Context: an optimization exercise on an open-source flow, tuned for small area. The choices shown serve that exercise and are no tape-out recipe. In this exercise RTL edits were held to simulation tests only and were not proved equivalent to the original. Power is estimated from default activity; no workload was simulated.

<file path="flow/run.sh">
#!/bin/bash
# Standard layout (the standard.sh: unchanged synthesis script and steps) with two changes:
# - port buffers are buf_1 cells (every input and output still gets its own buffer);
# - clock tree synthesis uses clkbuf_8 buffers, sink clusters of at most 16 flops within
#   60 um, and no dummy loads.
# Each step's full log stays in orfs/logs/; make's own output goes to standard.log.
set -euo pipefail
export BUFFER_PORTS_ARGS="-buffer_cell sky130_fd_sc_hd__buf_1"
export CTS_ARGS="-sink_clustering_enable -repair_clock_nets -dont_use_dummy_load -buf_list sky130_fd_sc_hd__clkbuf_8 -sink_clustering_size 16 -sink_clustering_max_diameter 60"
bash standard.sh > standard.log 2>&1
</file>
<file path="constraint.sdc">
create_clock -name core_clock -period 20.0 [get_ports {clk}]
set_input_delay 4.0000 -clock core_clock [delete_from_list [all_inputs] [get_ports {clk}]]
set_output_delay 4.0000 -clock core_clock [all_outputs]
set_load 0.01 [all_outputs]
</file>
<file path="standard.sh">
#!/bin/bash
# synth_recipe.tcl (not shown) runs the flow's synth.tcl, then flattens the netlist and writes it again
# the make line also repeats each setting of config.mk as NAME=value (left out here)
make -C /OpenROAD-flow-scripts/flow DESIGN_CONFIG=/design/flow/config.mk WORK_HOME=/design/flow/orfs CLKGATE_MAP_FILE= SYNTH_SCRIPT=/design/flow/synth_recipe.tcl "${@:-finish}"
</file>
<file path="config.mk">
export PLATFORM = sky130hd
export DESIGN_NAME = dlc_top
export DESIGN_NICKNAME = dlc_top
export VERILOG_FILES = /design/flow/design.v
export SDC_FILE = /design/flow/constraint.sdc
export NUM_CORES = 4
export LEC_CHECK = 0
export CAP_MARGIN = 20
export CORE_MARGIN = 2
export CORE_UTILIZATION = 45
export PLACE_DENSITY = 0.6
export SLEW_MARGIN = 20
export SYNTH_HIERARCHICAL = 1
</file>
<file path="design.v">
module dlc_onehot #(parameter N = 3) (input [N-1:0] a, output [(1<<N)-1:0] y);
	genvar i;
	generate for (i = 0; i < (1 << N); i = i + 1) begin : g
		assign y[i] = (a == i);
	end endgenerate
endmodule
module dlc_aoi3(input a0, input s0, input a1, input s1, input a2, input s2, output y);
	assign y = ~((a0 & s0) | (a1 & s1) | (a2 & s2));
endmodule
module dlc_orfin #(parameter N = 3, parameter R = 0) (input [N-1:0] t, input a0, input s0, input a1, input s1, output y);
	wire x0 = (R >= 1) ? (a0 & s0) : 1'b0;
	wire x1 = (R >= 2) ? (a1 & s1) : 1'b0;
	assign y = ~&t | x0 | x1;
endmodule
module dlc_andor #(parameter K = 8, parameter W = 32) (input [K*W-1:0] d, input [K-1:0] s, output [W-1:0] y);
	localparam G3 = K / 3;
	localparam R = K % 3;
	wire [K*W+2*W-1:0] dx = {{(2*W){1'b0}}, d};
	wire [K+1:0] sx = {2'b00, s};
	genvar b, g;
	generate for (b = 0; b < W; b = b + 1) begin : bit_
		wire [G3-1:0] t;
		for (g = 0; g < G3; g = g + 1) begin : grp
			dlc_aoi3 u(.a0(d[W*(3*g) + b]), .s0(s[3*g]), .a1(d[W*(3*g+1) + b]), .s1(s[3*g+1]),
				.a2(d[W*(3*g+2) + b]), .s2(s[3*g+2]), .y(t[g]));
		end
		dlc_orfin #(.N(G3), .R(R)) u_or(.t(t), .a0(dx[W*(3*G3) + b]), .s0(sx[3*G3]),
			.a1(dx[W*(3*G3+1) + b]), .s1(sx[3*G3+1]), .y(y[b]));
	end endgenerate
endmodule
module dlc_add #(parameter W = 32) (input [W-1:0] a, input [W-1:0] b, input ci, output [W-1:0] s, output co);
	wire [W:0] c;
	assign c[0] = ci;
	genvar i;
	generate for (i = 0; i < W; i = i + 1) begin : g
		assign c[i+1] = (a[i] & b[i]) | (c[i] & (a[i] ^ b[i]));
	end endgenerate
	assign s = a ^ b ^ c[W-1:0];
	assign co = c[W];
endmodule
module dlc_prefix #(parameter W = 32) (input [W-1:0] a, output [W-1:0] p);
	wire [W:0] c;
	assign c[0] = 1'b1;
	genvar i;
	generate for (i = 0; i < W; i = i + 1) begin : g
		assign c[i+1] = c[i] & a[i];
	end endgenerate
	assign p = c[W-1:0];
endmodule
module dlc_cinc #(parameter W = 32) (input [W-1:0] a, input [W-1:0] p, input ci, output [W-1:0] s);
	assign s = a ^ (p & {W{ci}});
endmodule
module dlc_add64 (input [63:0] a, input [63:0] b, input ci, output [63:0] s);
	wire c32;
	wire [31:0] h0;
	dlc_add #(.W(32)) u_lo(.a(a[31:0]), .b(b[31:0]), .ci(ci), .s(s[31:0]), .co(c32));
	dlc_add #(.W(32)) u_hi(.a(a[63:32]), .b(b[63:32]), .ci(1'b0), .s(h0), .co());
	wire [31:0] hp;
	dlc_prefix #(.W(32)) u_pre(.a(h0), .p(hp));
	dlc_cinc #(.W(32)) u_inc(.a(h0), .p(hp), .ci(c32), .s(s[63:32]));
endmodule
module dlc_step #(parameter W = 32) (input [W-1:0] a, input dec, output [W-1:0] s);
	wire [W:0] c;
	assign c[0] = 1'b1;
	genvar i;
	generate for (i = 0; i < W; i = i + 1) begin : g
		assign c[i+1] = c[i] & (a[i] ^ dec);
	end endgenerate
	assign s = a ^ c[W-1:0];
endmodule
module dlc_inc #(parameter W = 8) (input [W-1:0] a, output [W-1:0] s);
	wire [W:0] c;
	assign c[0] = 1'b1;
	genvar i;
	generate for (i = 0; i < W; i = i + 1) begin : g
		assign c[i+1] = c[i] & a[i];
	end endgenerate
	assign s = a ^ c[W-1:0];
endmodule
module dlc_dec #(parameter W = 8) (input [W-1:0] a, output [W-1:0] s);
	wire [W:0] c;
	assign c[0] = 1'b1;
	genvar i;
	generate for (i = 0; i < W; i = i + 1) begin : g
		assign c[i+1] = c[i] & ~a[i];
	end endgenerate
	assign s = a ^ c[W-1:0];
endmodule
module dlc_fifo #(parameter W = 32) (
	input clk, input reset_n,
	input wr_en, input rd_en,
	input [W-1:0] din,
	output [W-1:0] rdata,    
	output popped,           
	output [3:0] count,
	output empty, output full, output wr_err, output rd_err,
	output [2:0] tail_o, output [2:0] last_o
);
	reg [3:0] cnt;
	reg [2:0] last, tail;    
	reg rd_q, werr_q, rerr_q;
	reg [W-1:0] mem [0:7];
	wire do_wr = wr_en & ~rd_en & ~cnt[3];
	wire do_rd = rd_en & ~wr_en & (cnt != 4'd0);
	always @(posedge clk or negedge reset_n) begin
		if (!reset_n) begin
			cnt <= 4'd0; last <= 3'd7; tail <= 3'd0;
			rd_q <= 1'b0; werr_q <= 1'b0; rerr_q <= 1'b0;
		end else begin
			if (do_wr) begin cnt <= cnt + 4'd1; tail <= tail + 3'd1; end
			if (do_rd) begin cnt <= cnt - 4'd1; last <= last + 3'd1; end
			rd_q <= do_rd;
			werr_q <= wr_en & ~rd_en & cnt[3];
			rerr_q <= rd_en & ~wr_en & (cnt == 4'd0);
		end
	end
	always @(posedge clk)
		if (do_wr) mem[tail] <= din;
	wire [7:0] last_sel;
	wire [8*W-1:0] mem_flat;
	genvar gi;
	generate for (gi = 0; gi < 8; gi = gi + 1) begin : gf
		assign mem_flat[W*gi +: W] = mem[gi];
	end endgenerate
	dlc_onehot #(.N(3)) u_dec(.a(last), .y(last_sel));
	dlc_andor #(.K(8), .W(W)) u_rd(.d(mem_flat), .s(last_sel), .y(rdata));
	assign popped = rd_q;
	assign count = cnt;
	assign empty = (cnt == 4'd0);
	assign full = cnt[3];
	assign wr_err = werr_q;
	assign rd_err = rerr_q;
	assign tail_o = tail;
	assign last_o = last;
endmodule
module dlc_top(clk, reset_n, M0_req, M0_wr, M0_address, M0_dout, M0_grant, F_interrupt, D_interrupt, M_din);
	input clk, reset_n;
	input M0_req, M0_wr;
	input [7:0] M0_address;
	input [31:0] M0_dout;
	output M0_grant;
	output F_interrupt;
	output D_interrupt;
	output [31:0] M_din;
	reg arb;                          
	reg [31:0] rq;                    
	wire M1_req, M1_wr;
	wire [7:0] M1_address;
	wire [31:0] M1_dout;
	always @(posedge clk or negedge reset_n)
		if (!reset_n) arb <= 1'b0;
		else if (!arb) arb <= ~M0_req & M1_req;
		else arb <= ~(~M1_req & M0_req);
	assign M0_grant = ~arb;
	wire S_wr = arb ? M1_wr : M0_wr;
	wire [7:0] S_address = arb ? M1_address : M0_address;
	wire [31:0] S_din = arb ? M1_dout : M0_dout;
	wire [3:0] off = S_address[3:0];
	wire sel0 = (S_address[7:4] == 4'h0);
	wire sel1 = (S_address[7:4] == 4'h1);
	wire sel2 = (S_address[7:5] == 3'b001);
	wire sel3 = (S_address[7:5] == 3'b010);
	reg sel1_q, selr_q, p2, p3;
	always @(posedge clk or negedge reset_n)
		if (!reset_n) begin sel1_q <= 1'b0; selr_q <= 1'b0; end
		else begin sel1_q <= sel1; selr_q <= sel0 | sel2 | sel3; end
	always @(posedge clk) begin p2 <= sel2; p3 <= sel3; end
	reg [31:0] mem [0:63];
	wire [5:0] maddr = {S_address[6], S_address[4:0]};
	always @(posedge clk)
		if ((sel2 | sel3) & S_wr) mem[maddr] <= S_din;
	wire d_wsel = sel0 & S_wr;
	reg [2:0] mstate;
	reg [2:0] m_next;
	wire d_op_done = (mstate == 3'd5);
	reg d_oc0, d_os0, d_push, d_done_q;
	reg [31:0] d_dsz;
	wire [31:0] d_dsz_step;
	dlc_step #(.W(32)) u_dsz_step(.a(d_dsz), .dec(~(d_wsel && off == 4'h5 && S_din[0])), .s(d_dsz_step));
	reg [31:0] d_ien_r, d_src_r, d_dst_r, d_size_r, d_mode_r;
	reg v_ien, v_src, v_dst, v_size, v_mode;
	wire d_op_clear = d_op_done & d_oc0;
	always @(posedge clk or negedge reset_n) begin
		if (!reset_n) begin
			d_oc0 <= 1'b0; d_os0 <= 1'b0; d_push <= 1'b0; d_done_q <= 1'b0;
			d_dsz <= 32'd0;
			v_ien <= 1'b0; v_src <= 1'b0; v_dst <= 1'b0; v_size <= 1'b0; v_mode <= 1'b0;
		end else if (d_op_clear) begin
			d_oc0 <= 1'b0; d_os0 <= 1'b0; d_push <= 1'b0; d_done_q <= 1'b0;
			d_dsz <= 32'd0;
			v_ien <= 1'b0; v_src <= 1'b0; v_dst <= 1'b0; v_size <= 1'b0; v_mode <= 1'b0;
		end else begin
			if (d_wsel && off == 4'h0) d_oc0 <= S_din[0];
			if (d_wsel && off == 4'h1) d_os0 <= S_din[0];
			if (d_wsel && off == 4'h2) v_ien <= 1'b1;
			if (d_wsel && off == 4'h3) v_src <= 1'b1;
			if (d_wsel && off == 4'h4) v_dst <= 1'b1;
			d_push <= d_wsel && off == 4'h5 && S_din[0];
			if ((d_wsel && off == 4'h5 && S_din[0]) || m_next == 3'd1) d_dsz <= d_dsz_step;
			if (d_wsel && off == 4'h7) v_size <= 1'b1;
			if (d_wsel && off == 4'h8) v_mode <= 1'b1;
			d_done_q <= d_op_done;
		end
	end
	always @(posedge clk) begin
		if (d_wsel && off == 4'h2) d_ien_r <= S_din;
		if (d_wsel && off == 4'h3) d_src_r <= S_din;
		if (d_wsel && off == 4'h4) d_dst_r <= S_din;
		if (d_wsel && off == 4'h7) d_size_r <= S_din;
		if (d_wsel && off == 4'h8) d_mode_r <= S_din;
	end
	wire [31:0] d_ien = d_ien_r & {32{v_ien}};
	wire [31:0] d_src = d_src_r & {32{v_src}};
	wire [31:0] d_dst = d_dst_r & {32{v_dst}};
	wire [31:0] d_size = d_size_r & {32{v_size}};
	wire [31:0] d_mode = d_mode_r & {32{v_mode}};
	assign D_interrupt = d_ien[0] & d_op_done;
	reg [31:0] d_rd;
	always @(*) begin
		d_rd = 32'd0;
		if (!S_wr)
			case (off)
				4'h2: d_rd = d_ien;
				4'h3: d_rd = d_src;
				4'h4: d_rd = d_dst;
				4'h6: d_rd = d_dsz;
				4'h7: d_rd = d_size;
				4'h8: d_rd = d_mode;
				4'h9: d_rd = {31'd0, d_done_q};
				default: d_rd = 32'd0;
			endcase
	end
	wire [47:0] df_rdata;
	wire df_popped;
	wire df_rd = (m_next == 3'd1);
	dlc_fifo #(.W(48)) u_dfifo(.clk(clk), .reset_n(reset_n), .wr_en(d_push), .rd_en(df_rd),
		.din({d_size, d_dst[7:0], d_src[7:0]}), .rdata(df_rdata), .popped(df_popped),
		.count(), .empty(), .full(), .wr_err(), .rd_err(), .tail_o(), .last_o());
	wire [31:0] df_size = df_rdata[47:16];
	reg [7:0] m_src, m_dst;
	reg [31:0] m_size;
	wire d_cnt_nz = (d_dsz[3:0] != 4'd0);
	wire [31:0] m_size_dec;
	wire [7:0] m_src_inc, m_dst_inc;
	dlc_dec #(.W(32)) u_msize_dec(.a(m_size), .s(m_size_dec));
	dlc_inc #(.W(8)) u_msrc_inc(.a(m_src), .s(m_src_inc));
	dlc_inc #(.W(8)) u_mdst_inc(.a(m_dst), .s(m_dst_inc));
	wire m_size_nz = (m_size != 32'd0);
	wire df_size_nz = df_popped & (df_size != 32'd0);
	wire M1_grant = arb;
	always @(*) begin
		case (mstate)
			3'd0: m_next = d_os0 ? 3'd1 : 3'd0;
			3'd1: m_next = df_size_nz ? 3'd2 : (d_cnt_nz ? 3'd1 : 3'd5);
			3'd2: m_next = M1_grant ? 3'd3 : 3'd2;
			3'd3: m_next = 3'd4;
			3'd4: m_next = m_size_nz ? 3'd3 : (d_cnt_nz ? 3'd1 : 3'd5);
			3'd5: m_next = d_op_clear ? 3'd0 : 3'd5;
			default: m_next = 3'd0;
		endcase
	end
	always @(posedge clk or negedge reset_n)
		if (!reset_n) mstate <= 3'd0;
		else mstate <= m_next;
	always @(posedge clk) begin
		case (mstate)
			3'd1: begin m_src <= df_rdata[7:0]; m_dst <= df_rdata[15:8]; m_size <= df_size; end
			3'd3: m_size <= m_size_dec;
			3'd4: begin
				if (d_mode[0]) m_src <= m_src_inc;
				if (d_mode[1] | d_mode[2]) m_dst <= m_dst_inc;
			end
			default: ;
		endcase
	end
	assign M1_req = (mstate == 3'd2) | (mstate == 3'd3) | (mstate == 3'd4);
	assign M1_wr = (mstate == 3'd4);
	assign M1_address = (mstate == 3'd3) ? m_src : (mstate == 3'd4) ? m_dst : 8'd0;
	assign M1_dout = (mstate == 3'd4 && !d_mode[2]) ? M_din : 32'd0;
	localparam F_IDLE = 4'd0, F_POP = 4'd1, F_EXEC = 4'd2, F_PUSH1 = 4'd3, F_PUSH2 = 4'd4,
	           F_MW1 = 4'd5, F_MW2 = 4'd6, F_STOP1 = 4'd7, F_DONE = 4'd8, F_STOP2 = 4'd9;
	reg [3:0] fstate, f_next;
	wire f_wsel = sel1 & S_wr;
	wire f_rsel = sel1 & ~S_wr;
	wire f_rd4 = f_rsel & (off == 4'h4);
	reg f_oc0, f_oc1, f_ien, f_os0, f_nwr, f_done;
	wire n_popped, n_empty, n_full, n_werr, n_rerr;
	wire [3:0] n_count;
	wire [31:0] n_rdata;
	dlc_fifo #(.W(32)) u_nfifo(.clk(clk), .reset_n(reset_n), .wr_en(f_nwr), .rd_en(f_next == F_POP),
		.din(rq), .rdata(n_rdata), .popped(n_popped),
		.count(n_count), .empty(n_empty), .full(n_full), .wr_err(n_werr), .rd_err(n_rerr), .tail_o(), .last_o());
	wire [31:0] n_dout = n_popped ? n_rdata : 32'd0;
	reg [63:0] fac;
	reg [5:0] fmul;
	reg f_fod;
	wire r2_popped, r2_empty, r2_full, r2_werr, r2_rerr;
	wire [3:0] r2_count;
	wire [2:0] r2_tail, r2_last;
	wire [31:0] r2_rdata;
	dlc_fifo #(.W(32)) u_r2fifo(.clk(clk), .reset_n(reset_n), .wr_en(f_next == F_PUSH2), .rd_en(f_next == F_MW2),
		.din(fac[31:0]), .rdata(r2_rdata), .popped(r2_popped),
		.count(r2_count), .empty(r2_empty), .full(r2_full), .wr_err(r2_werr), .rd_err(r2_rerr),
		.tail_o(r2_tail), .last_o(r2_last));
	reg [31:0] rhi [0:7];
	always @(posedge clk)
		if ((f_next == F_PUSH1) & ~r2_full) rhi[r2_tail] <= fac[63:32];
	wire [2:0] r1_idx = r2_last + 3'd1;
	wire [31:0] r1_rdata;
	wire [7:0] r1_sel;
	wire [255:0] rhi_flat;
	genvar ri;
	generate for (ri = 0; ri < 8; ri = ri + 1) begin : grh
		assign rhi_flat[32*ri +: 32] = rhi[ri];
	end endgenerate
	dlc_onehot #(.N(3)) u_r1dec(.a(r1_idx), .y(r1_sel));
	dlc_andor #(.K(8), .W(32)) u_r1rd(.d(rhi_flat), .s(r1_sel), .y(r1_rdata));
	wire r1_ahead = (fstate == F_PUSH1) & ~r2_full;
	wire r1_behind = (fstate == F_MW1) | (fstate == F_STOP2);
	always @(*) begin
		case (fstate)
			F_IDLE: f_next = (f_os0 & ~n_empty) ? F_POP : F_IDLE;
			F_POP: f_next = F_EXEC;
			F_EXEC: f_next = f_fod ? F_PUSH1 : F_EXEC;
			F_PUSH1: f_next = F_PUSH2;
			F_PUSH2: f_next = (f_done & f_rd4) ? F_MW1 : f_done ? F_STOP1 : F_POP;
			F_MW1: f_next = (~r2_empty & f_rd4) ? F_MW2 : F_STOP2;
			F_STOP2: f_next = (~r2_empty & f_rd4) ? F_MW2 : F_STOP2;
			F_MW2: f_next = (~r2_empty & f_rd4) ? F_MW1 : r2_empty ? F_DONE : F_STOP1;
			F_STOP1: f_next = (~r2_empty & f_rd4) ? F_MW1 : F_STOP1;
			F_DONE: f_next = f_oc1 ? F_IDLE : F_DONE;
			default: f_next = F_IDLE;
		endcase
	end
	always @(posedge clk or negedge reset_n) begin
		if (!reset_n) begin
			fstate <= F_IDLE;
			f_oc0 <= 1'b0; f_oc1 <= 1'b0; f_ien <= 1'b0; f_os0 <= 1'b0; f_nwr <= 1'b0; f_done <= 1'b0;
		end else begin
			fstate <= f_next;
			f_oc0 <= f_wsel & (off == 4'h0) & (fstate == F_DONE) & S_din[0];
			f_oc1 <= f_wsel & (off == 4'h0) & (fstate == F_DONE) & (S_din == 32'd1);
			if (f_wsel && off == 4'h1 && !f_oc0) f_ien <= S_din[0];
			else if (f_oc0) f_ien <= 1'b0;
			f_os0 <= f_wsel & (off == 4'h2) & (fstate == F_IDLE) & ~f_oc0 & S_din[0];
			f_nwr <= f_wsel & (off == 4'h3) & (fstate == F_IDLE) & ~f_oc0;
			if (f_next == F_PUSH1 && n_empty && !f_oc0) f_done <= 1'b1;
			else if (f_oc0) f_done <= 1'b0;
		end
	end
	assign F_interrupt = f_ien & f_done;
	reg [1:0] mstate_x;      
	reg [1:0] mcount;
	reg m_op_done;
	reg [6:0] mx;            
	reg [67:0] uv;           
	wire m_step = (mstate_x == 2'd1) & (mcount != 2'd3);
	wire [2:0] dig = mx[2:0];
	wire d_zero = (dig == 3'b000) | (dig == 3'b111);
	wire d_two = (dig == 3'b011) | (dig == 3'b100);
	wire d_neg = dig[2] & ~d_zero;
	wire [63:0] bsel = d_zero ? 64'd0 : d_two ? {fac[62:0], 1'b0} : fac;
	wire [63:0] usum;
	dlc_add64 u_uadd(.a({uv[67], uv[67], uv[67:6]}), .b(bsel ^ {64{d_neg}}), .ci(d_neg), .s(usum));
	wire [63:0] mtp_result = uv[63:0];
	always @(posedge clk or negedge reset_n)
		if (!reset_n) mstate_x <= 2'd0;
		else case (mstate_x)
			2'd0: mstate_x <= (fstate == F_EXEC) ? 2'd1 : 2'd0;
			2'd1: mstate_x <= (mcount == 2'd3) ? 2'd2 : 2'd1;
			2'd2: mstate_x <= (fmul != 6'd2) ? 2'd0 : 2'd2;
			default: mstate_x <= 2'd0;
		endcase
	always @(posedge clk) begin
		m_op_done <= (mstate_x == 2'd1) & (mcount == 2'd3);
		if (mstate_x == 2'd0) begin
			mx <= {fmul, 1'b0};
			mcount <= 2'd0;
			uv <= 68'd0;
		end else if (m_step) begin
			mx <= {2'b00, mx[6:2]};
			mcount <= mcount + 2'd1;
			uv <= {usum[63:0], uv[5:2]};
		end
	end
	wire f_m2 = (fmul == 6'd2);
	wire f_mgt2 = (fmul[5:2] != 4'd0) | (fmul[1] & fmul[0]);
	wire f_lt3 = (fac[63:2] == 62'd0) & ~(fac[1] & fac[0]);
	wire [5:0] fmul_dec, n_dec;
	dlc_dec #(.W(6)) u_fmul_dec(.a(fmul), .s(fmul_dec));
	dlc_dec #(.W(6)) u_n_dec(.a(n_dout[5:0]), .s(n_dec));
	always @(posedge clk) begin
		case (fstate)
			F_POP: begin fac <= {32'd0, n_dout}; fmul <= n_dec; f_fod <= 1'b0; end
			F_EXEC: begin
				if (f_m2 & m_op_done) begin fac <= mtp_result; f_fod <= 1'b1; end
				else if (m_op_done & f_mgt2) begin fac <= mtp_result; fmul <= fmul_dec; f_fod <= 1'b0; end
				else if (f_lt3) f_fod <= 1'b1;
				else f_fod <= 1'b0;
			end
			default: begin fac <= 64'd0; fmul <= 6'd0; f_fod <= 1'b0; end
		endcase
	end
	wire f_mw = (fstate == F_MW1) | (fstate == F_MW2);
	wire [4:0] r_total = {r2_count, 1'b0} + {4'd0, r1_ahead} - {4'd0, r1_behind};
	reg [31:0] f_rd;
	always @(*) begin
		if (f_rsel && off == 4'h3 && !f_mw) f_rd = n_dout;
		else if (fstate == F_MW1) f_rd = r1_rdata;
		else if (fstate == F_MW2) f_rd = r2_popped ? r2_rdata : 32'd0;
		else if (f_rsel && off == 4'h5) f_rd = {28'd0, n_count};
		else if (f_rsel && off == 4'h6) f_rd = {28'd0, n_empty, n_full, n_rerr, n_werr};
		else if (f_rsel && off == 4'h7) f_rd = {27'd0, r_total};
		else if (f_rsel && off == 4'h8) f_rd = {28'd0, r2_empty, r2_full, r2_rerr, r2_werr};
		else if (f_rsel && off == 4'h9) f_rd = {31'd0, f_done};
		else f_rd = 32'd0;
	end
	wire [31:0] memrd;
	wire [63:0] msel;
	wire [2047:0] mem_flat;
	genvar mi;
	generate for (mi = 0; mi < 64; mi = mi + 1) begin : gm
		assign mem_flat[32*mi +: 32] = mem[mi];
	end endgenerate
	dlc_onehot #(.N(6)) u_mdec(.a(maddr), .y(msel));
	dlc_andor #(.K(64), .W(32)) u_mrd(.d(mem_flat), .s(msel), .y(memrd));
	wire ram_wr = (sel2 | sel3) & S_wr;
	wire ram_keep = (sel2 & p2) | (sel3 & p3);
	wire d_rsel = sel0 & ~S_wr;
	wire [9:0] rq_sel = {
		ram_wr & ram_keep,                            
		d_rsel & (off == 4'h2) & v_ien,
		d_rsel & (off == 4'h3) & v_src,
		d_rsel & (off == 4'h4) & v_dst,
		d_rsel & (off == 4'h6),
		d_rsel & (off == 4'h7) & v_size,
		d_rsel & (off == 4'h8) & v_mode,
		d_rsel & (off == 4'h9),
		sel1,
		(sel2 | sel3) & ~S_wr};
	wire [319:0] rq_src = {rq, d_ien_r, d_src_r, d_dst_r, d_dsz, d_size_r, d_mode_r,
		{31'd0, d_done_q}, S_din, memrd};
	wire [31:0] rq_next;
	dlc_andor #(.K(10), .W(32)) u_rqmux(.d(rq_src), .s(rq_sel), .y(rq_next));
	always @(posedge clk) rq <= rq_next;
	assign M_din = sel1_q ? f_rd : (selr_q ? rq : 32'd0);
endmodule
</file>
==> summary.txt, run 1 <==
Timing
  – RSZ-0062 raised after global routing: false
  – Final slew viol count: 0
  – Setup TNS: 0 ns
  – Final hold violations: 0
  – Worst clock skew: ~0.12 ns
  – Hold slack: between 0.4 and 0.5 ns
  – Count of final setup violators: 0
  – Crit path time final: 15.54 ns
  – Slew HR: 15.5%
  – Least-Margin Pin Slew: between 1 and 1.5 ns
  – Fin crit share: just under 80%
  – Max Fclk: approximately 0.064 GHz

Power
  – Static leakage: just under 50 nW
  – Pwr Density: ~110 nW/um^2
  – Clock share of power: around a fifth
  – Internal power: 11.3 mW
  – Switching share of power: between 30% and 40%
  – Flop pwr share: roughly 56%
  – Gate power share: 22.3%
  – P_sw: ~5.5 mW
  – Worst vdd ir: roughly 0.07 mV

Detailed routing
  – Drt drc: 0
  – DRT antenna net count: 0
  – WL final: about 420000 microns
  – Routed via count: about 83000
  – Iteration-0 DRC Markers: between 15000 and 20000
  – Initial DRT Pass Iterations: 13
  – Avg WL per Cell: roughly 34 microns
  – Via-per-instance ratio: roughly 6.7

Setup path
  – Startpoint class of the critical path: flop
  – Setup Crit Path Kind: reg2reg
  – WP data required: about 21 ns
  – CP most frequent cell: fa_1
  – Crit path arrival time: 16.45 ns
  – Critical path endpoint category: flop
  – Crit Path Max Fanout: 62
  – CP peak stage delay: around 0.61 ns
  – Slowest cell on crit path: buf_4

CTS
  – CTS sink count: 3687
  – Setup Buffers After CTS: 0
  – Hold buffers post-CTS: 0
  – CTS Buf Count: around 300
  – Clk slew on worst S/H paths: around 0.10 ns
  – Clock latency (worst-skew pair): between 1 and 1.5 ns
  – Clk root buf: clkbuf_8
  – CTS tree: yes
  – H-tree levels: 5
  – Gates resized, CTS repair: 0
  – Buffers from clock root to sink, at most: 4

Finish
  – Post-route cell area: approximately 150000 sq um
  – Syn-to-layout area delta: 9.05%
  – Multi-input gate area: around 30000 sq um
  – Reg area: roughly 110000 sq um
  – Share of cells above drive strength 1: between 10% and 20%
  – Utilization after layout: roughly half
  – Filler cells: 25200
  – Fin nets: approximately 8400

Yosys
  – Mapped Cells: around 7800
  – Ys Warns: 9
  – Avg Inst Size Synth: 17.9 sq um
  – Synth Cell Area: between 100000 and 150000 sq um

Global route
  – Antenna violations before repair: 18
  – Gr ovfl total: 0
  – Total GRT Usage: between 20% and 30%
  – Vias in the first global route: between 70000 and 80000
  – Global-route wire length before repair: 586000 microns
  – Largest net degree at the start of global routing: between 70 and 80

Hold path
  – Worst min path class: reg2reg

Placed design
  – PortBufs: 78
  – Detailed Place HPWL: 238000 microns
  – Placed Area: around 150000 sq um
  – RePlAce Congestion: just under 0.9

Floorplanning
  – FP Rows: 203
  – # IOs: approximately 80
  – Die area: ~310000 sq um
  – Die Y-Extent: between 500 and 600 microns
  – Core area: just over 300000 sq um
  – Die width: 559 microns
  – Starting Density: 45.2%

Job
  – Max_cap viols: 0

Status
  – Status: finished clean
-- layer usage --
| metal | vias up | part of all wire [%] | track usage, % |
|---|---|---|---|
| li1 | 34100 | - | - |
| met5 | - | 0.0031 | 0 |
| met1 | 42700 | 39 | 36.5 |
| met4 | 2 | 4.2 | 9.61 |
| met3 | 723 | 12 | 6.09 |
| met2 | 5110 | 45 | 40.7 |
-- registers in the layout, summed over array words and instances, names as in the netlist, 32 cells and up --
| register | flops |
|---|---|
| d_size_r | 32 |
| fac | 64 |
| u_nfifo.mem | 256 |
| mem | 2048 |
| d_mode_r | 32 |
| d_dsz | 32 |
| u_dfifo.mem | 384 |
| d_ien_r | 32 |
| rq | 32 |
| d_dst_r | 32 |
| d_src_r | 32 |
| m_size | 32 |
| uv | 68 |
| rhi | 256 |
| u_r2fifo.mem | 256 |
-- path summary, 6_finish.rpt --
check	startpoint	endpoint	slack (ns)	cells after the start
setup / recovery	mx[2]	uv[65]	4.46	45
hold / removal	uv[1]	uv[1]	0.47	2
setup reg to reg	mx[2]	uv[65]	4.46	45
hold reg to reg	uv[1]	uv[1]	0.47	2
max in group asynchronous	reset_n	v_size	15.51	2
min in group asynchronous	reset_n	u_dfifo.tail[2]	3.01	1
-- cell type report --
cell class | count | share of cell area, %
Sequential cell | 3687 | 72.3
Multi-Input combinational cell | 3783 | 19.5
Tap cell | 4100 | 3.40
Clock buffer | 292 | 2.66
Timing Repair Buffer | 345 | 1.68
Inverter | 148 | 0.368
Antenna cell | 27 | 0.0448
-- critical path: cells and delay by family (launching register included) --
family / cells / cell delay [ns]
fa+ha+maj: 31 / 11.75
buf+inv: 7 / 2.00
simple gates: 3 / 0.60
compound gates: 3 / 0.57
flops: 1 / 0.32
xor+xnor: 1 / 0.13
-- cells in the final DEF (no fill, tap or decap), types with 108 or more instances in the layout --
master       n
a22oi_1    235
a222oi_1  1056
a21oi_1    131
nand3_1    208
nor2_1     111
nand4_1    191
inv_1      146
clkbuf_8   292
nand2_1    566
edfxtp_1  3484
o21ai_0    108
buf_4      252
-- power groups by stage --
stage / clock, mW / sequential (mW) / combinational [mW]
final: 3.61 / 9.52 / 3.76
after floorplan: 0 / 9.51 / 1.94
after global placement: 0 / 9.66 / 3.58
after detailed placement: 0 / 9.68 / 3.65
after global routing: 3.94 / 9.55 / 3.93
after CTS: 3.67 / 9.51 / 3.66
-- stage by stage --
stage          setup WS (ns)  power (mW)  instances
6_report                4.46        16.9      12400
5_1_grt                 3.89        17.4      12400
4_1_cts                 4.60        16.8      12300
3_5_place_dp            4.58        13.3      12100
3_3_place_gp            4.83        13.2      12000
2_1_floorplan           6.18        11.4       7781
==> run 2, diff against run 1 <==
--- a/config.mk
+++ b/config.mk
@@ -6,8 +6,8 @@
 export NUM_CORES = 4
 export LEC_CHECK = 0
-export CAP_MARGIN = 20
+export CAP_MARGIN = 35
 export CORE_MARGIN = 2
 export CORE_UTILIZATION = 45
 export PLACE_DENSITY = 0.6
-export SLEW_MARGIN = 20
+export SLEW_MARGIN = 35
 export SYNTH_HIERARCHICAL = 1
==> summary.txt, run 2 <==
Status
  – Status: finished clean

Detailed routing
  – WL final: about 420000 microns
  – Drt drc: 0
  – Routed via count: a little over 80000
  – Avg WL per Cell: between 30 and 40 microns
  – Initial DRT Pass Iterations: 13
  – Via-per-instance ratio: 6.65
  – Iteration-0 DRC Markers: between 15000 and 20000
  – DRT antenna net count: 0

Timing
  – Final slew viol count: 0
  – Max Fclk: around 0.066 GHz
  – Worst clock skew: roughly 0.12 ns
  – Final hold violations: 0
  – Crit path time final: between 15 and 20 ns
  – Slew HR: a little under a third
  – Setup ws final: 4.77 ns
  – Setup TNS: 0 ns
  – RSZ-0062 raised after global routing: false
  – Count of final setup violators: 0
  – Least-Margin Pin Slew: 1.04 ns
  – Fin crit share: about 76%

Floorplanning
  – Die width: roughly 560 microns
  – Die area: 312000 sq um
  – FP Rows: slightly above 200
  – # IOs: just under 80
  – Starting Density: 45.2%
  – Core area: 306000 sq um
  – Die Y-Extent: roughly 560 microns

Finish
  – Most frequent cells in the layout: 3484 x edfxtp_1, 1056 x a222oi_1, 565 x nand2_1, 292 x clkbuf_8, 241 x buf_4
  – Regs by FF count: mem (2048), u_dfifo.mem (384)
  – Syn-to-layout area delta: 9.49%
  – Share of cells above drive strength 1: about 11%
  – Top reg by flops: mem
  – Commonest non-fill, non-tap cell in the layout: edfxtp_1
  – Utilization after layout: 49.5%
  – Max reg flops: slightly above 2000
  – Fin nets: between 8000 and 9000

Global route
  – Antenna violations before repair: 15
  – Vias in the first global route: approximately 80000
  – Global-route wire length before repair: 588000 microns
  – Largest net degree at the start of global routing: 74
  – Gr ovfl total: 0
  – Total GRT Usage: around a quarter

Setup path
  – CP Buf/Inv Count: 7
  – CP top delay family: adder cells
  – WP data required: approximately 21 ns
  – Startpoint class of the critical path: flop
  – Slowest cell on crit path: buf_4
  – CP most frequent cell: fa_1
  – CP peak stage delay: 0.62 ns
  – Critical path endpoint category: flop
  – Crit Path Max Fanout: between 60 and 70
  – Setup Crit Path Kind: reg2reg
  – Crit path arrival time: between 15 and 20 ns

Power
  – Gate power share: about 23%
  – P_sw: about 5.6 mW
  – Switching share of power: 32.8%
  – Clock share of power: approximately a fifth
  – Worst vdd ir: ~0.11 mV
  – Total design power: 16.9 mW
  – Flop pwr share: ~56%
  – Internal power: between 10 and 15 mW
  – Pwr Density: 112 nW/um^2
  – Static leakage: between 40 and 50 nW

Yosys
  – Avg Inst Size Synth: about 18 sq um
  – Synth Cell Area: between 100000 and 150000 sq um
  – Ys Warns: 9
  – Mapped Cells: between 7000 and 8000

CTS
  – Clk root buf: clkbuf_8
  – Clock latency (worst-skew pair): 1.08 ns
  – CTS Buf Count: ~290
  – Gates resized, CTS repair: 0
  – H-tree levels: 5
  – Buffers from clock root to sink, at most: 4
  – CTS tree: yes
  – Clk slew on worst S/H paths: approximately 0.10 ns
  – Setup Buffers After CTS: 0
  – CTS sink count: ~3700
  – Hold buffers post-CTS: 0

Placed design
  – RePlAce Congestion: 0.892
  – Detailed Place HPWL: around 240000 microns
  – Pre-CTS setup slack: roughly 4.9 ns
  – PortBufs: 78

Hold path
  – Worst min path class: reg2reg

Job
  – Max_cap viols: 0
## run 2: worst min-delay path, stage by stage (launching register included)
cell and delay (ns):
edfxtp_1 0.32, a222oi_1 0.06, nand4_1 0.10
## run 2: worst paths after layout
kind | to | cells after the start | slack, ns | from
min | rq[15] | 2 | 0.47 | d_src_r[15]
max in group asynchronous | v_size | 2 | 15.49 | reset_n
min reg2reg | rq[15] | 2 | 0.47 | d_src_r[15]
min in group asynchronous | u_dfifo.tail[2] | 1 | 3.02 | reset_n
max reg2reg | uv[60] | 45 | 4.77 | mx[2]
max | uv[60] | 45 | 4.77 | mx[2]
## run 2: area by class of cell
class                   instances  area (sq um)
multi-input cells            3783         29500
fillers                     25000        155000
well taps                    4100          5130
repair buffers                371          3100
clock buffers                 292          4020
diodes                         15          37.5
flip-flops and latches       3687        109000
inverters                     148           556
## run 2: metal layers
metal  global-route usage [%]  wire, microns  vias up
met5                        0             18        -
met4                     9.17          16300        2
met3                     5.59          49200      642
met2                     40.8         192000     5207
met1                     37.1         164000    42500
li1                         -              -    34100
## run 2: power groups by stage
| stage | clock (mW) | combinational, mW | sequential [mW] |
|---|---|---|---|
| detailed placement | 0 | 3.69 | 9.67 |
| CTS | 3.68 | 3.71 | 9.50 |
| finish | 3.62 | 3.80 | 9.51 |
| global placement | 0 | 3.58 | 9.66 |
| global route | 3.94 | 3.97 | 9.55 |
| floorplan | 0 | 1.94 | 9.51 |
## run 2: stage by stage
stage	hold slack, ns	cell area, sq um	std cells
final	0.466	152000	12400
after global routing	0.483	152000	12400
after CTS	0.468	151000	12400
after detailed placement	0.454	147000	12100
after global placement	0.445	146000	12000
after floorplan	0.419	139000	7781
==> run 3, diff against run 2 <==
--- a/design.v
+++ b/design.v
@@ -404,16 +404,4 @@
 	wire f_mw = (fstate == F_MW1) | (fstate == F_MW2);
 	wire [4:0] r_total = {r2_count, 1'b0} + {4'd0, r1_ahead} - {4'd0, r1_behind};
-	reg [31:0] f_rd;
-	always @(*) begin
-		if (f_rsel && off == 4'h3 && !f_mw) f_rd = n_dout;
-		else if (fstate == F_MW1) f_rd = r1_rdata;
-		else if (fstate == F_MW2) f_rd = r2_popped ? r2_rdata : 32'd0;
-		else if (f_rsel && off == 4'h5) f_rd = {28'd0, n_count};
-		else if (f_rsel && off == 4'h6) f_rd = {28'd0, n_empty, n_full, n_rerr, n_werr};
-		else if (f_rsel && off == 4'h7) f_rd = {27'd0, r_total};
-		else if (f_rsel && off == 4'h8) f_rd = {28'd0, r2_empty, r2_full, r2_rerr, r2_werr};
-		else if (f_rsel && off == 4'h9) f_rd = {31'd0, f_done};
-		else f_rd = 32'd0;
-	end
 	wire [31:0] memrd;
 	wire [63:0] msel;
@@ -444,4 +432,20 @@
 	dlc_andor #(.K(10), .W(32)) u_rqmux(.d(rq_src), .s(rq_sel), .y(rq_next));
 	always @(posedge clk) rq <= rq_next;
-	assign M_din = sel1_q ? f_rd : (selr_q ? rq : 32'd0);
+	wire [7:0] f_sel = {
+		f_rsel & (off == 4'h3) & ~f_mw & n_popped,
+		fstate == F_MW1,
+		(fstate == F_MW2) & r2_popped,
+		f_rsel & (off == 4'h5) & ~f_mw,
+		f_rsel & (off == 4'h6) & ~f_mw,
+		f_rsel & (off == 4'h7) & ~f_mw,
+		f_rsel & (off == 4'h8) & ~f_mw,
+		f_rsel & (off == 4'h9) & ~f_mw};
+	wire [3:0] m_hsel = {sel1_q & f_sel[7], sel1_q & f_sel[6], sel1_q & f_sel[5], selr_q};
+	dlc_andor #(.K(4), .W(27)) u_dhi(.d({n_rdata[31:5], r1_rdata[31:5], r2_rdata[31:5], rq[31:5]}),
+		.s(m_hsel), .y(M_din[31:5]));
+	wire [8:0] m_lsel = {sel1_q & f_sel[7], sel1_q & f_sel[6], sel1_q & f_sel[5], sel1_q & f_sel[4],
+		sel1_q & f_sel[3], sel1_q & f_sel[2], sel1_q & f_sel[1], sel1_q & f_sel[0], selr_q};
+	dlc_andor #(.K(9), .W(5)) u_dlo(.d({n_rdata[4:0], r1_rdata[4:0], r2_rdata[4:0], {1'b0, n_count},
+		{1'b0, n_empty, n_full, n_rerr, n_werr}, r_total, {1'b0, r2_empty, r2_full, r2_rerr, r2_werr},
+		{4'd0, f_done}, rq[4:0]}), .s(m_lsel), .y(M_din[4:0]));
 endmodule
--- a/config.mk
+++ b/config.mk
@@ -6,8 +6,8 @@
 export NUM_CORES = 4
 export LEC_CHECK = 0
-export CAP_MARGIN = 35
+export CAP_MARGIN = 20
 export CORE_MARGIN = 2
 export CORE_UTILIZATION = 45
 export PLACE_DENSITY = 0.6
-export SLEW_MARGIN = 35
+export SLEW_MARGIN = 20
 export SYNTH_HIERARCHICAL = 1
==> summary.txt, run 3 <==
Detailed routing
  – WL final: 422000 microns
  – Drt drc: 0
  – Routed via count: slightly above 80000
  – Initial DRT Pass Iterations: 14
  – DRT antenna net count: 0
  – Via-per-instance ratio: around 6.7
  – Avg WL per Cell: approximately 35 microns
  – Iteration-0 DRC Markers: ~15000

Power
  – Internal power: between 10 and 15 mW
  – Clock share of power: between 20% and 30%
  – Static leakage: about 48 nW
  – Pwr Density: 109 nW/um^2
  – Flop pwr share: between 50% and 60%
  – Total design power: around 16 mW
  – P_sw: just over 5 mW
  – Worst vdd ir: 0.105 mV
  – Gate power share: approximately 21%
  – Switching share of power: 31.7%

Finish
  – Fin cells: between 10000 and 15000
  – Most frequent cells in the layout: 3484 x edfxtp_1, 1098 x a222oi_1, 511 x nand2_1, 287 x clkbuf_8, 263 x buf_4
  – Top reg by flops: mem
  – Commonest non-fill, non-tap cell in the layout: edfxtp_1
  – Regs by FF count: mem (2048), u_dfifo.mem (384)
  – Syn-to-layout area delta: 9.02%
  – Max reg flops: a little over 2000
  – Share of cells above drive strength 1: 11.1%
  – Utilization after layout: around 49%
  – Fin nets: just over 8000
  – Filler cells: about 25000

Global route
  – Vias in the first global route: slightly below 80000
  – Antenna violations before repair: 29
  – Total GRT Usage: 26.5%
  – Largest net degree at the start of global routing: between 70 and 80
  – Gr ovfl total: 0
  – Global-route wire length before repair: about 590000 microns

Floorplanning
  – FP Rows: between 200 and 250
  – # IOs: 79
  – Die area: 310000 sq um
  – Core area: about 300000 sq um
  – Starting Density: 45.3%
  – Die Y-Extent: 557 microns
  – Die width: 557 microns

Timing
  – Final slew viol count: 0
  – Slew HR: 16.1%
  – Count of final setup violators: 0
  – Setup TNS: 0 ns
  – Worst clock skew: between 0.1 and 0.15 ns
  – Fin crit share: ~80%
  – Max Fclk: between 0.06 and 0.07 GHz
  – Crit path time final: 15.77 ns
  – RSZ-0062 raised after global routing: false
  – Least-Margin Pin Slew: between 1 and 1.5 ns
  – Final hold violations: 0

Yosys
  – Synth Cell Area: between 100000 and 150000 sq um
  – Mapped Cells: between 7000 and 8000
  – Avg Inst Size Synth: between 15 and 20 sq um
  – Ys Warns: 9

Hold path
  – Worst min path class: reg2reg
  – Hold Path Stages: 2
  – Min-Delay Startpoint: mcount[1]
  – Hold path endpoint: mcount[1]

Placed design
  – PortBufs: 78
  – RePlAce Congestion: 0.907
  – Placed cells: 11800
  – Detailed Place HPWL: between 200000 and 250000 microns

Setup path
  – Slowest cell on crit path: edfxtp_1
  – Crit path arrival time: ~17 ns
  – Setup Crit Path Kind: reg2reg
  – CP peak stage delay: between 0.8 and 0.9 ns
  – CP most frequent cell: fa_1
  – Worst R2R Setup Slack: about 4.2 ns
  – Startpoint class of the critical path: flop
  – Crit Path Max Fanout: 63
  – Worst reg2reg path startpoint: mx[2]
  – WP data required: approximately 21 ns
  – Worst-case reg-to-reg path depth: 44
  – Critical path endpoint category: flop
  – RR Endpoint: uv[67]

CTS
  – Setup Buffers After CTS: 0
  – Gates resized, CTS repair: 0
  – Clock latency (worst-skew pair): around 1.1 ns
  – H-tree levels: 5
  – Hold buffers post-CTS: 0
  – CTS sink count: around 3700
  – Clk root buf: clkbuf_8
  – Clk slew on worst S/H paths: ~0.09 ns
  – CTS tree: yes
  – CTS Buf Count: 287
  – Buffers from clock root to sink, at most: 4

Job
  – Max_cap viols: 0

Status
  – Status: finished clean
==> run 3: worst max path at each step <==
stage           from     end  slack (ns)
2_1_floorplan  mx[2]  uv[67]        6.18
3_3_place_gp   mx[2]  uv[62]        4.41
3_5_place_dp   mx[2]  uv[67]        4.23
4_1_cts        mx[2]  uv[67]        4.15
5_1_grt        mx[2]  uv[67]        3.47
6_report       mx[2]  uv[67]        4.23
==> run 3: critical path: cells and delay by family (launching register included) <==
family / cells / cell delay (ns)
compound gates: 3 / 0.56
xor+xnor: 1 / 0.14
fa+ha+maj: 31 / 12.06
buf+inv: 4 / 1.27
flops: 1 / 0.82
simple gates: 5 / 0.72
==> run 3: area by class of cell <==
class	instances	area [sq um]	area share [%]
Antenna cell	21	52.6	0.0350
Clock buffer	287	3950	2.63
Inverter	141	529	0.353
Multi-Input combinational cell	3595	28600	19.1
Sequential cell	3687	109000	72.8
Tap cell	4080	5100	3.40
Timing Repair Buffer	352	2530	1.68
==> run 3: routing by layer <==
metal	share of wire, %	GRT usage [%]
met5	0.018	0
met1	38	36.1
met4	4.4	10.6
met3	11	6.17
met2	46	41.2
==> run 3: through the flow <==
stage               setup WS (ns)  hold slack, ns  instance area (sq um)
global route                 3.47           0.506                 150000
global placement             4.41           0.444                 146000
floorplan                    6.18           0.413                 138000
finish                       4.23           0.474                 150000
CTS                          4.15           0.458                 150000
detailed placement           4.23           0.453                 146000
==> run 3: power by group through the flow <==
stage | clock, mW | combinational, mW | sequential, mW
after detailed placement | 0 | 3.30 | 9.59
after global routing | 3.91 | 3.51 | 9.44
after CTS | 3.64 | 3.31 | 9.42
after floorplan | 0 | 1.62 | 9.42
after global placement | 0 | 3.23 | 9.58
final | 3.58 | 3.39 | 9.42
==> run 4, diff against run 3 <==
--- a/config.mk
+++ b/config.mk
@@ -8,6 +8,6 @@
 export CAP_MARGIN = 20
 export CORE_MARGIN = 2
-export CORE_UTILIZATION = 45
-export PLACE_DENSITY = 0.6
+export CORE_UTILIZATION = 50
+export PLACE_DENSITY = 0.7
 export SLEW_MARGIN = 20
 export SYNTH_HIERARCHICAL = 1
==> summary.txt, run 4 <==
CTS
  – CTS tree: yes
  – Gates resized, CTS repair: 0
  – Buffers from clock root to sink, at most: 4
  – Setup Buffers After CTS: 0
  – CTS Buf Count: between 200 and 300
  – H-tree levels: 5
  – Clock latency (worst-skew pair): approximately 1.1 ns
  – Clk slew on worst S/H paths: 0.09 ns
  – Clk root buf: clkbuf_8
  – CTS sink count: between 3000 and 4000
  – Hold buffers post-CTS: 0

Global route
  – Global-route wire length before repair: roughly 560000 microns
  – Vias in the first global route: 78200
  – Total GRT Usage: roughly 28%
  – Gr ovfl total: 0
  – Antenna violations before repair: 29
  – Largest net degree at the start of global routing: 79

Floorplanning
  – Die area: 279000 sq um
  – Starting Density: between 50% and 60%
  – Die width: 528 microns
  – Core area: 274000 sq um
  – # IOs: 79
  – FP Rows: between 150 and 200
  – Die Y-Extent: 528 microns

Yosys
  – Ys Warns: 9
  – Mapped Cells: 7528
  – Synth Cell Area: around 140000 sq um
  – Avg Inst Size Synth: 18.3 sq um

Power
  – Pwr Density: approximately 110 nW/um^2
  – Static leakage: between 40 and 50 nW
  – Worst vdd ir: just over 0.09 mV

Detailed routing
  – DRT antenna net count: 0
  – Avg WL per Cell: between 30 and 40 microns
  – Drt drc: 0
  – Iteration-0 DRC Markers: between 15000 and 20000
  – Initial DRT Pass Iterations: 15
  – WL final: roughly 400000 microns
  – Via-per-instance ratio: about 7
  – Routed via count: ~83000

Setup path
  – Worst R2R Setup Slack: 4.74 ns
  – Setup Crit Path Kind: reg2reg
  – WP data required: 20.84 ns
  – Crit path capture: uv[67]
  – CP most frequent cell: fa_1
  – Crit Path Max Fanout: 54
  – CP startpoint: mx[2]
  – Worst-case reg-to-reg path depth: 43
  – RR Endpoint: uv[67]
  – Slowest cell on crit path: edfxtp_1
  – Startpoint class of the critical path: flop
  – CP peak stage delay: 0.85 ns
  – Crit path arrival time: approximately 16 ns
  – Worst reg2reg path startpoint: mx[2]
  – Critical path endpoint category: flop

Finish
  – Share of cells above drive strength 1: between 10% and 20%
  – Commonest non-fill, non-tap cell in the layout: edfxtp_1
  – Utilization after layout: 54.5%
  – Regs by FF count: mem (2048), u_dfifo.mem (384)
  – Post-route cell area: approximately 150000 sq um
  – Syn-to-layout area delta: 8.50%
  – Most frequent cells in the layout: 3484 x edfxtp_1, 1098 x a222oi_1, 511 x nand2_1, 283 x clkbuf_8, 254 x buf_4
  – Max reg flops: approximately 2000
  – Top reg by flops: mem
  – Fin nets: about 8200

Placed design
  – PortBufs: 78
  – RePlAce Congestion: between 0.9 and 1
  – Detailed Place HPWL: roughly 230000 microns
  – Placed Area: between 100000 and 150000 sq um

Timing
  – Final hold violations: 0
  – Max Fclk: 0.0655 GHz
  – Crit path time final: about 15 ns
  – Fin crit share: about three quarters
  – Worst clock skew: 0.164 ns
  – Setup TNS: 0 ns
  – Count of final setup violators: 0
  – Slew HR: about 15%
  – RSZ-0062 raised after global routing: false
  – Final slew viol count: 0
  – Least-Margin Pin Slew: 1.26 ns

Job
  – Max_cap viols: 0

Status
  – Status: finished clean

Hold path
  – Worst min path class: reg2reg
[run 4: area by class of cell]
| cell class | instances | area (sq um) |
|---|---|---|
| tap | 3589 | 4490 |
| multi-input combinational | 3595 | 28500 |
| clock buffer | 283 | 3890 |
| sequential | 3687 | 109000 |
| fill | 20700 | 124000 |
| timing repair buffer | 350 | 2610 |
| antenna | 17 | 42.5 |
| inverter | 141 | 529 |
[run 4: worst max-delay path: cells and delay by family, from the launching register on]
| family | cells | cell delay, ns |
|---|---|---|
| AO/OA/AOI/OAI | 3 | 0.44 |
| XOR/XNOR | 2 | 0.25 |
| adder cells (fa/ha/maj) | 32 | 12.30 |
| buffers and inverters | 5 | 1.10 |
| flip-flops | 1 | 0.85 |
| AND/OR/NAND/NOR | 1 | 0.06 |
[run 4: worst min path at each step]
| stage | end | cells past startpoint | startpoint | slack (ns) |
|---|---|---|---|---|
| after floorplan | f_ien | 1 | f_oc0 | 0.41 |
| after global placement | uv[1] | 2 | uv[1] | 0.44 |
| after detailed placement | uv[0] | 2 | uv[0] | 0.45 |
| after CTS | uv[1] | 2 | uv[1] | 0.47 |
| after global routing | uv[1] | 2 | uv[1] | 0.50 |
| final | uv[1] | 2 | uv[1] | 0.47 |
[run 4: metrics by stage]
stage	power (mW)	worst slack [ns]	hold slack, ns	std cells
2_1_floorplan	11.0	6.18	0.413	7565
5_1_grt	16.7	4.08	0.495	11600
3_3_place_gp	12.7	5.05	0.443	11300
6_report	16.3	4.74	0.468	11700
4_1_cts	16.2	4.75	0.468	11600
3_5_place_dp	12.8	4.84	0.452	11400
[run 4: where the power goes]
part           switching [mW]  leakage [nW]  internal, mW  total (mW)
registers               0.290          34.1          9.10        9.39
clock network            2.26          2.03          1.27        3.53
logic                    2.53          11.8         0.814        3.34
[run 4: metal layers]
layer	track usage, %	share of wire, %
met1	37.8	35
met2	42.2	45
met3	8.02	15
met4	13.2	5.2
met5	0.294	0.058
==> run 5, diff against run 4 <==
==> flow/run.sh (replaced) <==
#!/bin/bash
# Standard layout (the standard.sh: unchanged synthesis script and steps) with two changes:
# - port buffers are buf_1 cells (every input and output still gets its own buffer);
# - clock tree synthesis uses clkbuf_8 buffers, sink clusters of at most 18 flops within
#   60 um, and no dummy loads.
# Each step's full log stays in orfs/logs/; make's own output goes to standard.log.
set -euo pipefail
export BUFFER_PORTS_ARGS="-buffer_cell sky130_fd_sc_hd__buf_1"
export CTS_ARGS="-sink_clustering_enable -repair_clock_nets -dont_use_dummy_load -buf_list sky130_fd_sc_hd__clkbuf_8 -sink_clustering_size 18 -sink_clustering_max_diameter 60"
bash standard.sh > standard.log 2>&1
--- a/config.mk
+++ b/config.mk
@@ -8,6 +8,6 @@
 export CAP_MARGIN = 20
 export CORE_MARGIN = 2
-export CORE_UTILIZATION = 50
-export PLACE_DENSITY = 0.7
+export CORE_UTILIZATION = 45
+export PLACE_DENSITY = 0.6
 export SLEW_MARGIN = 20
 export SYNTH_HIERARCHICAL = 1
==> summary.txt, run 5 <==
Global route
  – Gr ovfl total: 0
  – Global-route wire length before repair: between 500000 and 600000 microns
  – Antenna violations before repair: 27
  – Total GRT Usage: 26.4%
  – Vias in the first global route: 77400
  – Largest net degree at the start of global routing: between 70 and 80

CTS
  – Clk root buf: clkbuf_8
  – CTS tree: yes
  – CTS Buf Count: 269
  – Gates resized, CTS repair: 0
  – H-tree levels: 5
  – Clk slew on worst S/H paths: approximately 0.09 ns
  – CTS sink count: 3687
  – Hold buffers post-CTS: 0
  – Buffers from clock root to sink, at most: 4
  – Setup Buffers After CTS: 0
  – Clock latency (worst-skew pair): between 1 and 1.5 ns

Timing
  – Crit path time final: between 15 and 20 ns
  – Least-Margin Pin Slew: 1.22 ns
  – Fin crit share: between 80% and 90%
  – Worst clock skew: around 0.18 ns
  – Count of final setup violators: 0
  – Final hold violations: 0
  – Slew HR: 18.9%
  – Setup TNS: 0 ns
  – Final slew viol count: 0
  – RSZ-0062 raised after global routing: false
  – Max Fclk: just over 0.06 GHz
  – Setup ws final: 3.74 ns

Setup path
  – CP peak stage delay: about 0.8 ns
  – Crit Path Max Fanout: 63
  – Worst-case reg-to-reg path depth: between 40 and 50
  – Critical path endpoint category: flop
  – CP most frequent cell: fa_1
  – Setup Crit Path Kind: reg2reg
  – Slowest cell on crit path: edfxtp_1
  – Startpoint class of the critical path: flop
  – WP data required: between 20 and 25 ns
  – Crit path arrival time: 17.15 ns

Power
  – Pwr Density: roughly 110 nW/um^2
  – Worst vdd ir: 0.105 mV
  – Static leakage: 47.9 nW

Floorplanning
  – Die width: 557 microns
  – Core area: about 300000 sq um
  – Die area: 310000 sq um
  – Die Y-Extent: approximately 560 microns
  – # IOs: 79
  – Starting Density: approximately 45%
  – FP Rows: 202

Placed design
  – PortBufs: 78
  – Pre-CTS setup slack: 4.23 ns
  – Detailed Place HPWL: approximately 240000 microns
  – RePlAce Congestion: roughly 0.9

Finish
  – Commonest non-fill, non-tap cell in the layout: edfxtp_1
  – Top reg by flops: mem
  – Filler cells: 24800
  – Syn-to-layout area delta: 8.87%
  – Regs by FF count: mem (2048), u_dfifo.mem (384)
  – Max reg flops: roughly 2000
  – Most frequent cells in the layout: 3484 x edfxtp_1, 1098 x a222oi_1, 511 x nand2_1, 269 x clkbuf_8, 263 x buf_4
  – Share of cells above drive strength 1: 10.9%
  – Fin nets: 8224

Detailed routing
  – Drt drc: 0
  – Via-per-instance ratio: approximately 6.7
  – Initial DRT Pass Iterations: 14
  – Avg WL per Cell: about 35 microns
  – Iteration-0 DRC Markers: roughly 14000
  – WL final: around 420000 microns
  – DRT antenna net count: 0
  – Routed via count: roughly 81000

Yosys
  – Synth Cell Area: between 100000 and 150000 sq um
  – Mapped Cells: around 7500
  – Ys Warns: 9
  – Avg Inst Size Synth: about 18 sq um

Hold path
  – Worst min path class: reg2reg
  – Hold Path Stages: 2

Job
  – Max_cap viols: 0

Status
  – Status: finished clean
run 5: worst paths after layout:
path	from	to	slack, ns
setup / recovery	mx[2]	uv[67]	3.74
hold / removal	d_src_r[20]	rq[20]	0.43
setup reg to reg	mx[2]	uv[67]	3.74
hold reg to reg	d_src_r[20]	rq[20]	0.43
max in group asynchronous	reset_n	u_dfifo.last[1]	15.99
min in group asynchronous	reset_n	u_nfifo.werr_q	2.84
run 5: final cells by class:
| class | instances | area (sq um) | share of cell area, % |
|---|---|---|---|
| diodes | 32 | 80.1 | 0.0535 |
| clock buffers | 269 | 3700 | 2.47 |
| inverters | 141 | 529 | 0.353 |
| multi-input cells | 3595 | 28600 | 19.1 |
| flip-flops and latches | 3687 | 109000 | 72.9 |
| well taps | 4080 | 5100 | 3.41 |
| repair buffers | 353 | 2550 | 1.70 |
run 5: per-layer routing:
| layer | share of wire [%] | global-route usage, % |
|---|---|---|
| met5 | 0.034 | 0.232 |
| met4 | 4.4 | 10.5 |
| met3 | 11 | 6.20 |
| met2 | 46 | 41.3 |
| met1 | 38 | 35.9 |
run 5: per-stage QoR:
stage	cell area [sq um]	hold slack, ns	util [%]	std cells	power, mW
4_1_cts	149000	0.409	49.2	12100	16.3
2_1_floorplan	138000	0.413	-	7565	11.0
6_report	150000	0.431	49.3	12200	16.3
5_1_grt	150000	0.486	49.3	12100	16.7
3_5_place_dp	146000	0.453	48.0	11800	12.9
3_3_place_gp	146000	0.444	48.0	11800	12.8
run 5: power breakdown:
group / internal (mW) / switching (mW) / leakage [nW]
Combinational: 0.818 / 2.57 / 11.9
Clock: 1.21 / 2.26 / 1.93
Sequential: 9.10 / 0.326 / 34.1
run 5: critical path: cells and delay by family (launching register included):
| family | cells | cell delay, ns |
|---|---|---|
| fa+ha+maj | 31 | 11.77 |
| flops | 1 | 0.82 |
| buf+inv | 6 | 2.10 |
| simple gates | 3 | 0.68 |
| compound gates | 3 | 0.55 |
| xor+xnor | 1 | 0.15 |

## what the ideal ports hide
How much do the figures lean on ideal ports? The routed layouts below were timed once more, with nothing changed but the port constraints.
Step 1 assumes that a clkbuf_16 drives the clock port and a buf_2 every other input.
Step 2 adds t to the input delays and takes it off the output delays; t is the mean of the earliest and latest rising clock arrival at the registers after step 1. Input paths then give back, and output paths get back, about the clock's delay inside the block.
a / b / c = ideal / step 1 / step 2; a / b = the first two.
run	shift t [ns]	setup slack, ns	worst setup path at the end	slew at the worst register clock pin (ns)
run 1	1.131	4.464 / 4.464 / 4.464	register to register	0.11 / 0.11
run 2	1.122	4.771 / 4.771 / 4.771	register to register	0.11 / 0.11
run 3	1.123	4.232 / 4.232 / 4.232	register to register	0.10 / 0.10
run 4	1.081	4.744 / 4.744 / 4.744	register to register	0.11 / 0.11
run 5	1.113	3.744 / 3.744 / 3.744	register to register	0.12 / 0.12
After both steps every run listed still meets setup and hold.
